Source: an optimization exercise on an open RTL-to-GDS flow (aim: small area). Production flows keep margins and buffers that such runs may drop. The RTL was checked by simulation tests, not by an equivalence proof against the original design. No activity file was given, so power comes from the tool's default toggle rates.

$ cat flow/flow/run.sh
#!/bin/bash
# The standard layout (standard.sh), with these changes:
#  - ABC maps the logic with an area-oriented script (flow/abc_area.script)
#    in place of ORFS's speed script; everything else in synthesis, the
#    flip-flop mapping included, is the standard synthesis;
#  - ports are buffered with sky130_fd_sc_hd__buf_1;
#  - CTS clusters up to 25 sinks within 80 um and inserts no dummy loads.
# Each tool's output goes to ORFS's per-step logs under orfs/logs; make's own
# output goes to standard_area.log.
set -euo pipefail
here=$(pwd)
sed "s|log_cmd abc {\*}\$abc_args|set abc_args [lreplace \$abc_args 1 1 $here/flow/abc_area.script]\n  log_cmd abc {*}\$abc_args|" \
    "$FLOW_HOME/scripts/synth.tcl" > synth_area.tcl
grep -q "flow/abc_area.script" synth_area.tcl
sed "s|\$::env(SCRIPTS_DIR)/synth.tcl|$here/synth_area.tcl|" synth_recipe.tcl > synth_recipe_area.tcl
grep -q "synth_area.tcl" synth_recipe_area.tcl
sed "s|SYNTH_SCRIPT=[^ ]*|SYNTH_SCRIPT=$here/synth_recipe_area.tcl|" standard.sh > standard_area.sh
grep -q "synth_recipe_area.tcl" standard_area.sh
bash standard_area.sh \
    "BUFFER_PORTS_ARGS=-buffer_cell sky130_fd_sc_hd__buf_1" \
    "CTS_ARGS=-sink_clustering_enable -repair_clock_nets -sink_clustering_size 25 -sink_clustering_max_diameter 80 -dont_use_dummy_load" \
    finish > standard_area.log 2>&1
$ cat flow/config.mk
export PLATFORM = sky130hd
export DESIGN_NAME = rv_idex
export DESIGN_NICKNAME = rv_idex
export VERILOG_FILES = /design/flow/design.v
export SDC_FILE = /design/flow/constraint.sdc
export NUM_CORES = 4
export LEC_CHECK = 0
export CAP_MARGIN = 20
export CORE_MARGIN = 2
export CORE_UTILIZATION = 70
export SLEW_MARGIN = 20
export SYNTH_HIERARCHICAL = 1
export SYNTH_MINIMUM_KEEP_SIZE = 0
$ cat flow/design.v
`timescale 1ns/1ps
module rv_idex (
    input   wire           clk,
    input   wire           rst,
    input   wire    [31:0] if_id_ir,
    input   wire    [31:0] mem_wb_ir,
    input   wire    [31:0] mem_wb_out,
    output  reg     [31:0] ex_mem_ir,
    output  reg     [31:0] ex_mem_alu_out,
    output  reg     [31:0] ex_mem_rs2
);
    reg  [31:0] id_ex_ir;
    reg  [31:0] a, b;
    reg         id_ex_is_r, id_ex_sub;
    reg  [31:1] rf_valid;
    reg  [31:0] rf [1:31];
    wire [4:0] rs1 = if_id_ir[19:15];
    wire [4:0] rs2 = if_id_ir[24:20];
    wire [4:0] rd  = mem_wb_ir[11:7];
    reg  [31:0] sel_a, sel_b;
    reg  [31:0] rf_z [0:31];
    integer r;
    always @(*) begin
        sel_a = 32'b0;
        sel_b = 32'b0;
        for (r = 1; r < 32; r = r + 1) begin
            sel_a[r] = rf_valid[r] && rs1 == r;
            sel_b[r] = rf_valid[r] && rs2 == r;
        end
        rf_z[0] = 32'b0;
        for (r = 1; r < 32; r = r + 1) rf_z[r] = rf[r];
    end
    wire [10:0] na [0:31];
    wire [10:0] nb [0:31];
    genvar gj, gg;
    generate
        for (gj = 0; gj < 32; gj = gj + 1) begin : rbit
            for (gg = 0; gg < 10; gg = gg + 1) begin : rgrp
                rv_aoi3 ua (.d({rf_z[3*gg+3][gj], rf_z[3*gg+2][gj], rf_z[3*gg+1][gj]}),
                            .s({sel_a[3*gg+3], sel_a[3*gg+2], sel_a[3*gg+1]}),
                            .y(na[gj][gg]));
                rv_aoi3 ub (.d({rf_z[3*gg+3][gj], rf_z[3*gg+2][gj], rf_z[3*gg+1][gj]}),
                            .s({sel_b[3*gg+3], sel_b[3*gg+2], sel_b[3*gg+1]}),
                            .y(nb[gj][gg]));
            end
            assign na[gj][10] = ~(rf_z[31][gj] & sel_a[31]);
            assign nb[gj][10] = ~(rf_z[31][gj] & sel_b[31]);
        end
    endgenerate
    reg [31:0] rd_a, rd_b;
    always @(*)
        for (r = 0; r < 32; r = r + 1) begin
            rd_a[r] = ~&na[r];
            rd_b[r] = ~&nb[r];
        end
    always @(posedge clk or negedge rst) begin
        if (!rst) begin
            id_ex_ir       <= 32'b0;
            b              <= 32'b0;
            ex_mem_ir      <= 32'b0;
            ex_mem_alu_out <= 32'b0;
            ex_mem_rs2     <= 32'b0;
            rf_valid       <= 31'b0;
        end else begin
            id_ex_ir       <= if_id_ir;
            b              <= rd_b;
            ex_mem_ir      <= id_ex_ir;
            ex_mem_alu_out <= alu_out;
            ex_mem_rs2     <= b;
            if (rd != 5'd0)
                rf_valid[rd] <= 1'b1;
        end
    end
    wire [6:0] if_op  = if_id_ir[6:0];
    wire [2:0] if_f3  = if_id_ir[14:12];
    wire       if_is_r = if_op == 7'b0110011;
    wire       if_sub  = (if_op == 7'b0110011 || if_op == 7'b0010011) &&
                         ((if_is_r && if_id_ir[30] && if_f3 == 3'b000) || if_f3[2:1] == 2'b01);
    always @(posedge clk) begin
        a          <= rd_a;
        id_ex_is_r <= if_is_r;
        id_ex_sub  <= if_sub;
    end
    always @(posedge clk) begin
        for (r = 1; r < 32; r = r + 1)
            if (rd == r) rf[r] <= mem_wb_out;
    end
    wire [31:0] ir     = id_ex_ir;
    wire [6:0]  opcode = ir[6:0];
    wire [2:0]  f3     = ir[14:12];
    wire        b30    = ir[30];
    wire        is_r   = opcode == 7'b0110011;
    wire        is_i   = opcode == 7'b0010011;
    wire        is_l   = opcode == 7'b0000011;
    wire [31:0] imm  = {{20{ir[31]}}, ir[31:20]};
    wire [31:0] opb  = id_ex_is_r ? b : imm;
    wire        sub  = id_ex_sub;
    wire [31:0] bx   = opb ^ {32{sub}};
    wire [31:0] p = a ^ bx;
    wire [31:0] g = a & bx;
    reg  [31:0] G, P;
    integer l, i;
    always @(*) begin
        G = g;
        P = p;
        G[0] = g[0] | (p[0] & sub);
        for (l = 1; l < 32; l = l * 2)
            for (i = 2 * l - 1; i < 32; i = i + 2 * l) begin
                G[i] = G[i] | (P[i] & G[i-l]);
                P[i] = P[i] & P[i-l];
            end
        for (l = 8; l >= 1; l = l / 2)
            for (i = 3 * l - 1; i < 32; i = i + 2 * l) begin
                G[i] = G[i] | (P[i] & G[i-l]);
                P[i] = P[i] & P[i-l];
            end
    end
    wire [31:0] sum  = p ^ {G[30:0], sub};
    wire        ltu  = ~G[31];
    wire        lts  = (a[31] ^ opb[31]) ? a[31] : sum[31];
    wire [4:0]  shamt = opb[4:0];
    wire        left  = ~f3[2];
    reg  [31:0] a_rev, sh_rev;
    integer k;
    always @(*) for (k = 0; k < 32; k = k + 1) a_rev[k] = a[31-k];
    wire [31:0] sh_in = left ? a_rev : a;
    wire        fill  = b30 & a[31] & ~left;
    wire signed [32:0] sh_ext = {fill, sh_in};
    wire [32:0] sh_full = sh_ext >>> shamt;
    wire [31:0] sh    = sh_full[31:0];
    always @(*) for (k = 0; k < 32; k = k + 1) sh_rev[k] = sh[31-k];
    wire valid_op = is_l | is_i | (is_r & (~b30 | f3 == 3'b000 | f3 == 3'b101));
    wire op       = valid_op & ~is_l;
    wire s_add    = is_l | (op & f3 == 3'b000);
    wire s_sll    = op & f3 == 3'b001;
    wire s_slt    = op & f3 == 3'b010;
    wire s_sltu   = op & f3 == 3'b011;
    wire s_xor    = op & f3 == 3'b100;
    wire s_srl    = op & f3 == 3'b101;
    wire s_or     = op & f3 == 3'b110;
    wire s_and    = op & f3 == 3'b111;
    wire s_p = s_xor | s_or;
    wire s_g = s_or | s_and;
    wire [31:0] alu_out = (sum    & {32{s_add}})
                        | (sh_rev & {32{s_sll}})
                        | (sh     & {32{s_srl}})
                        | (p      & {32{s_p}})
                        | (g      & {32{s_g}})
                        | {31'b0, (lts & s_slt) | (ltu & s_sltu)};
endmodule  
module rv_aoi3 (
    input  wire [2:0] d,
    input  wire [2:0] s,
    output wire       y
);
    assign y = ~|(d & s);
endmodule
$ cat flow/flow/abc_area.script
&get -n
&st
&dch
&nf -R 1000
&st
&syn2
&if -g -K 6
&synch2
&nf -R 1000
&st
&dch
&nf -R 1000
&put
$ cat flow/standard.sh
#!/bin/bash
# synth_recipe.tcl (not shown) runs the flow's synth.tcl, then flattens the netlist and writes it again
# the make line also repeats each setting of config.mk as NAME=value (left out here)
make -C /OpenROAD-flow-scripts/flow DESIGN_CONFIG=/design/flow/config.mk WORK_HOME=/design/flow/orfs CLKGATE_MAP_FILE= SYNTH_SCRIPT=/design/flow/synth_recipe.tcl "${@:-finish}"
$ cat flow/constraint.sdc
create_clock -name core_clock -period 6.0 [get_ports {clk}]
set_input_delay 1.2000 -clock core_clock [delete_from_list [all_inputs] [get_ports {clk}]]
set_output_delay 1.2000 -clock core_clock [all_outputs]
set_load 0.01 [all_outputs]
==> impl_metrics.yaml, run 1 <==
power_and_ir_drop:
  power_density_nw_per_um2: 300
  internal_power_w: 0.0119
  pwr-share-comb_pct: 12.6
  seqPwrFrac_pct: 61.8
  power_switching_share_pct: 26.5
  power_leakage_nw: 18.4
  switching_power_w: 0.00427
  pwr-share-clk_pct: 25.5
  vdd_ir_drop_max_v: 0.000354
synth:
  seq_area_frac_synth_pct: 71.6
  syn-instance-count: 2961
  synth_top_area_share_pct: 60.5
  ys_warn_count: 11
  postSynthAreaPerCell_sq_um: 16.6
  synth_cell_types: 53
  ys_ff_latch: 1217
  synth_top_cell_by_area: "edfxtp_1"
  ys_async_sr_fraction_pct: 15.7
  synth-edff-count: 992
  ys_top_cells_by_area: "edfxtp_1 61%, a222oi_1 14%, dfrtp_1 9.7%"
  synth_fp_nets: 3120
  ys.flop_type: "edfxtp_1"
  syn_area_sq_um: 49200
clocking:
  cts_tree: "yes"
  path_clk_slew_ns: 0.09
  cts_sinks: 1217
  clock-root-buffer: "clkbuf_16"
  htreeDepth: 2
  clockBufferDepth: 3
  holdBufCountCts: 0
  clk_latency_ns: 0.71
  numCtsBuffers: 56
layout:
  fin_cells: 4257
  drive_gt1_share_pct: 8.27
  syn2layout_area_growth_pct: 9.38
  final_nets: 3473
  utilization_pct: 77.1
  fillers: 4026
worst_setup_path:
  endpoint_kind: "register"
  worstPathRequired_ns: 6.48
  crit_arrival_ns: 6.07
  path_class: "register to register"
  start_kind: "register"
  crit_fanout: 8
timing:
  setup_viol: 0
  relSlewSlack_pct: 6.73
  layout_min_cycle_time_ns: 5.60
  max_slew.worst_pin.slew_ns: 1.40
  fmax_mhz: 179
  rsz0062_at_grt: "no"
  period_share_pct: 93.3
  worst_slack_ns: 0.402
  tns_ns: 0
  final_hold_viol_count: 0
  clock_skew_ns: 0.122
  slew_violations: 0
placement:
  gp_congestion: 0.969
  dp_hpwl_microns: 106000
  port_buffers: 166
  place_ws_ns: 0.101
  place_inst: 4195
grt:
  grt_pass1_wl_microns: 249000
  grt_pass1_vias: 36291
  grt_overflow_total: 0
  grt_util_met1_pct: 60.9
  grt_max_degree: 84
  grt.total_usage_pct: 47.8
  use_met2_pct: 67.5
  grt_busiest_layer: "met2"
  antenna_found_initial: 12
  met3_usage_pct: 19.8
floorplanning:
  core_area_sq_um: 69800
  die_area_sq_um: 72400
  die_w_microns: 269
  num_rows: 97
  ioPinCount: 194
  start_util_pct: 70.5
  dieHeight_microns: 269
detailed_routing:
  drc: 0
  num_vias: 38134
  drt-pass1-iter-count: 17
  first_iter_violations: 12721
  drt_wl_total_microns: 177000
  via_per_inst: 8.96
  detail_route.wl_per_cell_microns: 41.6
  drtAntennaViolNets: 0
hold_path:
  min_path_type: "register to register"
run_status:
  status: "complete, no violations"
job:
  cap_violations: 0
[Yosys cell counts, drive strengths merged (35+ instances only)]
master  number
edfxtp     992
a222oi     666
dfrtp      191
nand2      190
nand4      143
nor2        96
a21oi       90
o21ai       75
and3        66
a2111o      58
ha          45
xnor2       37
mux2i       35
[worst max-delay path, stage by stage (launching register included)]
cell       delay (ns)
dfxtp_4          0.46
mux2i_4          0.28
mux2_1           0.37
fa_1             0.44
a21o_1           0.19
a21o_1           0.28
a2111oi_4        0.42
o31ai_2          0.17
nand4_1          0.12
o211ai_1         0.18
nand3_1          0.14
o211ai_1         0.20
a21oi_2          0.26
o21ai_0          0.15
a21oi_2          0.21
buf_4            0.16
o21a_1           0.15
fa_1             0.18
xnor2_1          0.11
a21oi_1          0.17
o41ai_1          0.09
a221oi_1         0.22
o211ai_1         0.12
a221o_1          0.30
[modules after synthesis (local to each module, per instance)]
| module | cells | times used | area (sq um) |
|---|---|---|---|
| rv_idex | 2321 | 1 | 42800 |
| rv_aoi3 | 1 | 640 | 10.0 |
[worst paths after layout]
| path | start | to | slack (ns) | cells after the start |
|---|---|---|---|---|
| worst max-delay path | id_ex_is_r$_DFF_P_ | ex_mem_alu_out[0]$_DFF_PN0_ | 0.40 | 23 |
| worst min-delay path | id_ex_ir[6]$_DFF_PN0_ | ex_mem_ir[6]$_DFF_PN0_ | 0.32 | 0 |
| worst max register to register | id_ex_is_r$_DFF_P_ | ex_mem_alu_out[0]$_DFF_PN0_ | 0.40 | 23 |
| worst min register to register | id_ex_ir[6]$_DFF_PN0_ | ex_mem_ir[6]$_DFF_PN0_ | 0.32 | 0 |
| min in group asynchronous | rst | id_ex_ir[8]$_DFF_PN0_ | 0.67 | 1 |
| max in group asynchronous | rst | b[27]$_DFF_PN0_ | 3.98 | 2 |
[routing by layer]
layer  up-vias  wire (microns)
met5         -             264
met4        18           15800
met3      1024           34000
met2      4664           73600
met1     18028           53500
li1      14400               -
[state kept, by name (all words and copies together) (netlist names)]
name / count
a: 32
id_ex_ir: 32
ex_mem_alu_out: 32
id_ex_is_r: 1
id_ex_sub: 1
ex_mem_ir: 32
b: 32
rf_valid: 31
ex_mem_rs2: 32
rf: 992
[power by group through the flow]
| stage | logic, W | clock network (W) | registers [W] |
|---|---|---|---|
| final | 0.00204 | 0.00412 | 0.00999 |
| after global routing | 0.00210 | 0.00434 | 0.0100 |
| after floorplan | 0.00100 | 0 | 0.00998 |
| after detailed placement | 0.00189 | 0 | 0.0101 |
| after global placement | 0.00184 | 0 | 0.0101 |
| after CTS | 0.00190 | 0.00406 | 0.00995 |
[cell usage in the layout (no fill, tap or decap), types with 7 or more instances in the layout]
master	synthesis	layout
dfxtp_1	34	32
a21oi_1	90	88
a222oi_1	666	666
nand2_1	190	190
mux2i_1	35	30
clkbuf_16	0	56
nand3_1	19	19
fa_1	16	16
a21o_1	12	12
nor2_4	0	31
a2111o_1	58	58
nor2b_1	9	8
mux2_1	11	11
clkinv_1	14	14
nor3_1	8	7
buf_4	0	121
o21ai_0	75	75
mux4_2	15	15
nand4_1	143	143
xor2_1	10	10
buf_1	0	144
and3_1	66	61
edfxtp_1	992	992
o21bai_1	19	19
dfrtp_1	191	191
nor3b_1	7	7
xnor2_1	37	37
clkbuf_2	0	17
ha_1	45	45
nor2_1	96	65
a31o_1	9	9
o211ai_1	18	18
[metrics by stage]
| stage | cell area (sq um) | power (W) | hold slack [ns] |
|---|---|---|---|
| floorplan | 49200 | 0.0110 | 0.331 |
| global placement | 52300 | 0.0119 | 0.332 |
| detailed placement | 52300 | 0.0120 | 0.336 |
| CTS | 53700 | 0.0159 | 0.315 |
| global route | 53800 | 0.0164 | 0.353 |
| finish | 53800 | 0.0161 | 0.324 |
[kinds of logic (layout without fill, tap and decap cells)]
family | Yosys count | after routing | share of synthesized area [%]
AO/OA/AOI/OAI | 987 | 987 | 18.1
multiplexers | 61 | 61 | 1.65
XOR/XNOR | 47 | 47 | 0.837
AND/OR/NAND/NOR | 574 | 574 | 5.86
other | 0 | 5 | 0
adder cells (fa/ha/maj) | 61 | 61 | 1.80
flip-flops | 1217 | 1217 | 71.6
buffers and inverters | 14 | 365 | 0.107
[timing repair]
item,CTS,global route
pin swaps,0,1
endpoints found under the setup margin,1,2
gates resized for setup,1,6
buffers inserted,0,0
[layout make-up]
class	count	area, sq um	area share (%)
antenna	5	12.5	0.0232
clock buffer	56	1400	2.60
inverter	14	52.6	0.0976
multi-input combinational	1730	14200	26.5
sequential	1217	35300	65.5
tap	940	1180	2.19
timing repair buffer	295	1690	3.13
==> run 2: changes to the inputs <==
--- a/flow/flow/run.sh
+++ b/flow/flow/run.sh
@@ -6,3 +6,4 @@
 #  - ports are buffered with sky130_fd_sc_hd__buf_1;
-#  - CTS clusters up to 25 sinks within 80 um and inserts no dummy loads.
+#  - CTS uses clkbuf_8, clusters up to 16 sinks within 60 um and inserts no
+#    dummy loads.
 # Each tool's output goes to ORFS's per-step logs under orfs/logs; make's own
@@ -20,3 +21,3 @@
     "BUFFER_PORTS_ARGS=-buffer_cell sky130_fd_sc_hd__buf_1" \
-    "CTS_ARGS=-sink_clustering_enable -repair_clock_nets -sink_clustering_size 25 -sink_clustering_max_diameter 80 -dont_use_dummy_load" \
+    "CTS_ARGS=-sink_clustering_enable -repair_clock_nets -sink_clustering_size 16 -sink_clustering_max_diameter 60 -dont_use_dummy_load -buf_list sky130_fd_sc_hd__clkbuf_8" \
     finish > standard_area.log 2>&1
==> impl_metrics.yaml, run 2 <==
layout:
  layout_common_cells: "992 x edfxtp_1, 666 x a222oi_1, 191 x dfrtp_1"
  largest-register: "rf"
  largest_reg_flops: 992
  layout_commonest_cell: "edfxtp_1"
  fillers: 4051
  postLayoutCellArea_sq_um: 53600
  final_nets: 3504
  fin_cells: 4292
  syn2layout_area_growth_pct: 8.94
  drive_gt1_share_pct: 9.15
placement:
  place_area_sq_um: 52300
  place_inst: 4195
  gp_congestion: 0.969
  dp_hpwl_microns: 106000
  port_buffers: 166
worst_setup_path:
  regToRegEndpoint: "ex_mem_alu_out[0]$_DFF_PN0_"
  slowest_delay_ns: 0.46
  path_buf_inv: 2
  start_kind: "register"
  rr_worst_depth: 24
  endpoint_kind: "register"
  crit_arrival_ns: 6.16
  reg2reg_from: "id_ex_is_r$_DFF_P_"
  reg2reg_slack_ns: 0.40
  cp_slowest_cell: "dfxtp_4"
  cp_cell_sequence: "buf_4 > mux2i_1 > xnor2_1 > ha_1 > nor2_1 > nor2b_1 > o21ai_0 > o31ai_2 > nand4_1 > o211ai_1 > nand3_1 > o211ai_1 > a21oi_2 > o21ai_0 > a21oi_2 > buf_4 > o21a_1 > fa_1 > xnor2_1 > a21oi_1 > o41ai_1 > a221oi_1 > o211ai_1 > a221o_1"
  timing.critical_path.max_delay_family: "compound AO/OA/AOI/OAI gates"
  critPathMostFrequentCell: "o211ai_1"
  worstPathRequired_ns: 6.56
  path_class: "register to register"
  crit_fanout: 30
synth:
  syn-instance-count: 2961
  ys_warn_count: 11
  seq_area_frac_synth_pct: 71.6
  ys_top_cells_by_area: "edfxtp_1 61%, a222oi_1 14%, dfrtp_1 9.7%"
  postSynthAreaPerCell_sq_um: 16.6
  synth_cell_types: 53
  synth-edff-count: 992
  synthTopCellsByCount: "992 x edfxtp_1, 666 x a222oi_1, 191 x dfrtp_1"
  ys.flop_type: "edfxtp_1"
  ys_ff_latch: 1217
  synth_fp_nets: 3120
  synth_top_area_share_pct: 60.5
  ys_async_sr_fraction_pct: 15.7
  synth_top_cell_by_area: "edfxtp_1"
  syn_area_sq_um: 49200
  yosysMostFrequentCell: "edfxtp_1"
floorplanning:
  num_rows: 97
  dieHeight_microns: 269
  start_util_pct: 70.5
  core_area_sq_um: 69800
  die_w_microns: 269
  die_area_sq_um: 72400
  ioPinCount: 194
detailed_routing:
  drt-pass1-iter-count: 22
  drc: 0
  drtAntennaViolNets: 0
  via_per_inst: 8.92
  drt_wl_total_microns: 177000
  first_iter_violations: 12894
  detail_route.wl_per_cell_microns: 41.2
  num_vias: 38270
timing:
  fmax_mhz: 179
  layout_min_cycle_time_ns: 5.60
  whs_ns: 0.358
  slew_violations: 0
  period_share_pct: 93.3
  relSlewSlack_pct: 15.2
  tns_ns: 0
  rsz0062_at_grt: "no"
  setup_viol: 0
  clock_skew_ns: 0.0782
  max_slew.worst_pin.slew_ns: 1.27
  final_hold_viol_count: 0
clocking:
  postCtsSetupBuffers: 0
  cts_tree: "yes"
  clock-root-buffer: "clkbuf_8"
  clk_latency_ns: 0.77
  numCtsBuffers: 88
  htreeDepth: 3
  path_clk_slew_ns: 0.09
  cts_sinks: 1217
  clockBufferDepth: 3
grt:
  antenna_found_initial: 15
  grt_overflow_total: 0
  grt.total_usage_pct: 47.9
  grt_pass1_vias: 36737
  grt_pass1_wl_microns: 249000
  grt_max_degree: 84
power_and_ir_drop:
  power_w: 0.0158
  power_leakage_nw: 18.3
  power_density_nw_per_um2: 295
  vdd_ir_drop_max_v: 0.000273
hold_path:
  min_path_type: "register to register"
  holdPathEnd: "ex_mem_ir[10]$_DFF_PN0_"
  hold_path_depth: 0
  worstHoldStart: "id_ex_ir[10]$_DFF_PN0_"
run_status:
  status: "complete, no violations"
job:
  cap_violations: 0
run 2: cell counts after synthesis:
No cell type changed its count.
run 2: per-stage QoR:
| step | utilization [%] | setup slack, ns |
|---|---|---|
| after CTS | 76.7 | 0.0543 |
| final | 76.8 | 0.402 |
| after floorplan | - | 0.108 |
| after global routing | 76.8 | 0.0409 |
| after detailed placement | 75.0 | 0.101 |
| after global placement | 74.9 | 0.213 |
run 2: cells by family (layout without fill, tap and decap cells):
family / count (synthesis) / count (layout) / synth area share [%]
XOR/XNOR: 47 / 47 / 0.837
other: 0 / 9 / 0
AND/OR/NAND/NOR: 574 / 574 / 5.86
flip-flops: 1217 / 1217 / 71.6
buffers and inverters: 14 / 396 / 0.107
AO/OA/AOI/OAI: 987 / 987 / 18.1
multiplexers: 61 / 61 / 1.65
adder cells (fa/ha/maj): 61 / 61 / 1.80
run 2: worst max-delay path by stage:
stage                            start                           to  slack (ns)  cells after the start
floorplan           id_ex_is_r$_DFF_P_  ex_mem_alu_out[0]$_DFF_PN0_        0.11                     22
global placement    id_ex_is_r$_DFF_P_  ex_mem_alu_out[0]$_DFF_PN0_        0.21                     23
detailed placement  id_ex_is_r$_DFF_P_  ex_mem_alu_out[0]$_DFF_PN0_        0.10                     23
CTS                 id_ex_is_r$_DFF_P_  ex_mem_alu_out[0]$_DFF_PN0_        0.05                     23
global route        id_ex_is_r$_DFF_P_  ex_mem_alu_out[0]$_DFF_PN0_        0.04                     24
finish              id_ex_is_r$_DFF_P_  ex_mem_alu_out[0]$_DFF_PN0_        0.40                     24
run 2: area by class of cell:
| cell class | instances | area [sq um] | share of cell area [%] |
|---|---|---|---|
| repair buffers | 294 | 1660 | 3.10 |
| flip-flops and latches | 1217 | 35300 | 65.8 |
| multi-input cells | 1730 | 14200 | 26.5 |
| diodes | 9 | 22.5 | 0.0420 |
| clock buffers | 88 | 1210 | 2.26 |
| inverters | 14 | 52.6 | 0.0980 |
| well taps | 940 | 1180 | 2.19 |
run 2: what timing repair did:
action	CTS	global route
gates resized for setup	0	5
endpoints found under the hold margin	0	0
endpoints found under the setup margin	0	2
hold buffers	0	0
run 2: where the power goes:
| part | leakage (nW) | total, W | switching, W | internal (W) |
|---|---|---|---|---|
| sequential | 11.6 | 0.00998 | 0.000422 | 0.00956 |
| combinational | 6.09 | 0.00203 | 0.00138 | 0.000647 |
| clock | 0.633 | 0.00380 | 0.00248 | 0.00131 |
| total | 18.3 | 0.0158 | 0.00429 | 0.0115 |
run 2: modules after synthesis, one instance, submodules excluded:
module   flops+latches  cell area (sq um)  copies in the design
rv_idex           1217              42800                     1
rv_aoi3              0               10.0                   640
run 2: per-layer routing:
layer	vias up	part of all wire (%)	GRT usage, %
met5	-	0.10	1.32
met4	18	8.8	32.9
met3	1044	19	21.2
met2	4644	41	66.9
met1	18129	30	60.3
li1	14435	-	-
==> run 3: changes to the inputs <==
--- a/flow/config.mk
+++ b/flow/config.mk
@@ -9,3 +9,3 @@
 export CORE_MARGIN = 2
-export CORE_UTILIZATION = 70
+export CORE_UTILIZATION = 55
 export SLEW_MARGIN = 20
==> impl_metrics.yaml, run 3 <==
clocking:
  cts_tree: "yes"
  path_clk_slew_ns: 0.10
  htreeDepth: 3
  clk_latency_ns: 0.81
  numCtsBuffers: 99
  clockBufferDepth: 3
  postCtsSetupBuffers: 0
  holdBufCountCts: 0
  cts_sinks: 1217
  clock-root-buffer: "clkbuf_8"
  ctsResizeCount: 0
worst_setup_path:
  crit_fanout: 31
  slowest_delay_ns: 0.55
  reg2reg_slack_ns: 0.45
  rr_worst_depth: 23
  cp_cell_sequence: "buf_12 > mux2i_2 > xnor2_1 > ha_1 > a21o_1 > a2111oi_2 > o31ai_1 > nand4_1 > o211ai_1 > nand3_1 > o211ai_1 > a21oi_2 > o21ai_0 > a21oi_1 > buf_4 > o21a_1 > fa_1 > xnor2_1 > a21oi_1 > o41ai_1 > a221oi_1 > o211ai_1 > a221o_1"
  reg2reg_from: "id_ex_is_r$_DFF_P_"
  path_class: "register to register"
  crit_arrival_ns: 6.17
  critPathMostFrequentCell: "o211ai_1"
  cp_slowest_cell: "o31ai_1"
  endpoint_kind: "register"
  regToRegEndpoint: "ex_mem_alu_out[0]$_DFF_PN0_"
  start_kind: "register"
  worstPathRequired_ns: 6.61
placement:
  dp_hpwl_microns: 115000
  port_buffers: 166
  gp_congestion: 0.972
  place_inst: 4426
  place_area_sq_um: 52700
hold_path:
  holdPathEnd: "ex_mem_ir[16]$_DFF_PN0_"
  hold_path_depth: 0
  min_path_type: "register to register"
  worstHoldStart: "id_ex_ir[16]$_DFF_PN0_"
synth:
  synth_fp_nets: 3120
  postSynthAreaPerCell_sq_um: 16.6
  synth_top_area_share_pct: 60.5
  synthTopCellsByCount: "992 x edfxtp_1, 666 x a222oi_1, 191 x dfrtp_1"
  ys_ff_latch: 1217
  ys_top_cells_by_area: "edfxtp_1 61%, a222oi_1 14%, dfrtp_1 9.7%"
  synth_top_cell_by_area: "edfxtp_1"
  synth-edff-count: 992
  ys_warn_count: 11
  ys_async_sr_fraction_pct: 15.7
  ys.flop_type: "edfxtp_1"
  seq_area_frac_synth_pct: 71.6
  synth_cell_types: 53
  yosysMostFrequentCell: "edfxtp_1"
  syn_area_sq_um: 49200
  syn-instance-count: 2961
floorplanning:
  core_area_sq_um: 88500
  die_area_sq_um: 91900
  start_util_pct: 55.6
  num_rows: 109
  dieHeight_microns: 303
  die_w_microns: 303
  ioPinCount: 194
timing:
  max_slew.worst_pin.slew_ns: 1.34
  layout_min_cycle_time_ns: 5.55
  relSlewSlack_pct: 10.4
  slew_violations: 0
  rsz0062_at_grt: "no"
  tns_ns: 0
  fmax_mhz: 180
  setup_viol: 0
  period_share_pct: 92.5
  whs_ns: 0.350
  clock_skew_ns: 0.107
  final_hold_viol_count: 0
layout:
  fin_cells: 4531
  utilization_pct: 61.2
  layout_commonest_cell: "edfxtp_1"
  syn2layout_area_growth_pct: 10.0
  drive_gt1_share_pct: 10.2
  postLayoutCellArea_sq_um: 54100
  final_nets: 3523
  layout_common_cells: "992 x edfxtp_1, 666 x a222oi_1, 191 x dfrtp_1"
  largest_reg_flops: 992
  largest-register: "rf"
grt:
  grt_max_degree: 147
  grt_pass1_vias: 35634
  grt.total_usage_pct: 40.5
  grt_overflow_total: 0
  grt_pass1_wl_microns: 260000
  antenna_found_initial: 9
detailed_routing:
  drt_wl_total_microns: 188000
  drtAntennaViolNets: 0
  first_iter_violations: 9706
  via_per_inst: 8.09
  num_vias: 36651
  detail_route.wl_per_cell_microns: 41.4
  drc: 0
  drt-pass1-iter-count: 10
run_status:
  status: "complete, no violations"
power_and_ir_drop:
  power_leakage_nw: 18.4
  power_density_nw_per_um2: 298
  vdd_ir_drop_max_v: 0.000226
job:
  cap_violations: 0
-- run 3: cell counts after synthesis --
Identical to the previous run, type by type.
-- run 3: final cells by class --
type                    instances  area, sq um
well taps                    1165         1460
inverters                      14         52.6
diodes                          4         10.0
multi-input cells            1730        14300
repair buffers                302         1730
clock buffers                  99         1360
fillers                      6664        34400
flip-flops and latches       1217        35300
-- run 3: worst max-delay path, delay by kind of cell, from the launching register on --
family / cells / cell delay [ns]
fa+ha+maj: 2 / 0.73
simple gates: 2 / 0.30
buf+inv: 2 / 0.39
xor+xnor: 2 / 0.28
compound gates: 14 / 2.97
mux: 1 / 0.32
flops: 1 / 0.44
-- run 3: how the worst max path moves through the flow --
| stage | to | depth (start not counted) | start |
|---|---|---|---|
| 2_1_floorplan | ex_mem_alu_out[0]$_DFF_PN0_ | 22 | id_ex_is_r$_DFF_P_ |
| 3_3_place_gp | ex_mem_alu_out[0]$_DFF_PN0_ | 23 | id_ex_is_r$_DFF_P_ |
| 3_5_place_dp | ex_mem_alu_out[0]$_DFF_PN0_ | 23 | id_ex_is_r$_DFF_P_ |
| 4_1_cts | ex_mem_alu_out[0]$_DFF_PN0_ | 23 | id_ex_is_r$_DFF_P_ |
| 5_1_grt | ex_mem_alu_out[0]$_DFF_PN0_ | 23 | id_ex_is_r$_DFF_P_ |
| 6_report | ex_mem_alu_out[0]$_DFF_PN0_ | 23 | id_ex_is_r$_DFF_P_ |
-- run 3: metal layers --
metal	vias up	GRT usage [%]	part of all wire, %
met3	597	13.2	16
met5	-	0.207	0.021
met2	3408	59.1	43
li1	14477	-	-
met1	18163	53.1	34
met4	6	24.8	7.1
-- run 3: cells by family after synthesis --
logic type | Yosys count | share of synthesized area, %
multiplexers | 61 | 1.65
buffers and inverters | 14 | 0.107
AO/OA/AOI/OAI | 987 | 18.1
adder cells (fa/ha/maj) | 61 | 1.80
XOR/XNOR | 47 | 0.837
flip-flops | 1217 | 71.6
AND/OR/NAND/NOR | 574 | 5.86
-- run 3: per-stage QoR --
step,power [W],setup WS (ns)
2_1_floorplan,0.0110,0.108
3_3_place_gp,0.0121,0.282
3_5_place_dp,0.0121,0.199
4_1_cts,0.0160,0.149
5_1_grt,0.0166,0.0308
6_report,0.0161,0.448
-- run 3: where the power goes --
| part | switching, W | leakage [nW] | internal [W] |
|---|---|---|---|
| combinational | 0.00142 | 6.09 | 0.000648 |
| sequential | 0.000432 | 11.6 | 0.00956 |
| clock | 0.00258 | 0.712 | 0.00147 |
| total | 0.00443 | 18.4 | 0.0117 |
-- run 3: modules after synthesis (local to each module, per instance) --
module / flops+latches / cells
rv_aoi3: 0 / 1
rv_idex: 1217 / 2321

[re-timing with driven ports]
In the flow no input, the clock included, has a driving cell. The finished layouts below were timed again as built, in two steps.
Step 1 assumes that a clkbuf_16 drives the clock port and a buf_2 every other input.
Step 2 times the ports against the registers' clock, not the clock port: input delays grow and output delays shrink by t, the midpoint of the rising clock arrivals with the driver on.
Slacks: ideal ports / drivers / drivers and shift; pairs: ideal ports / drivers.
run	shift t [ns]	setup WS [ns]	worst slew at a driven data input, ns
run 1	0.722	0.402 / 0.402 / 0.402	0.15
run 2	0.790	0.402 / 0.402 / 0.402	0.13
run 3	0.834	0.448 / 0.448 / 0.448	0.09
After both steps every run listed still meets setup and hold.
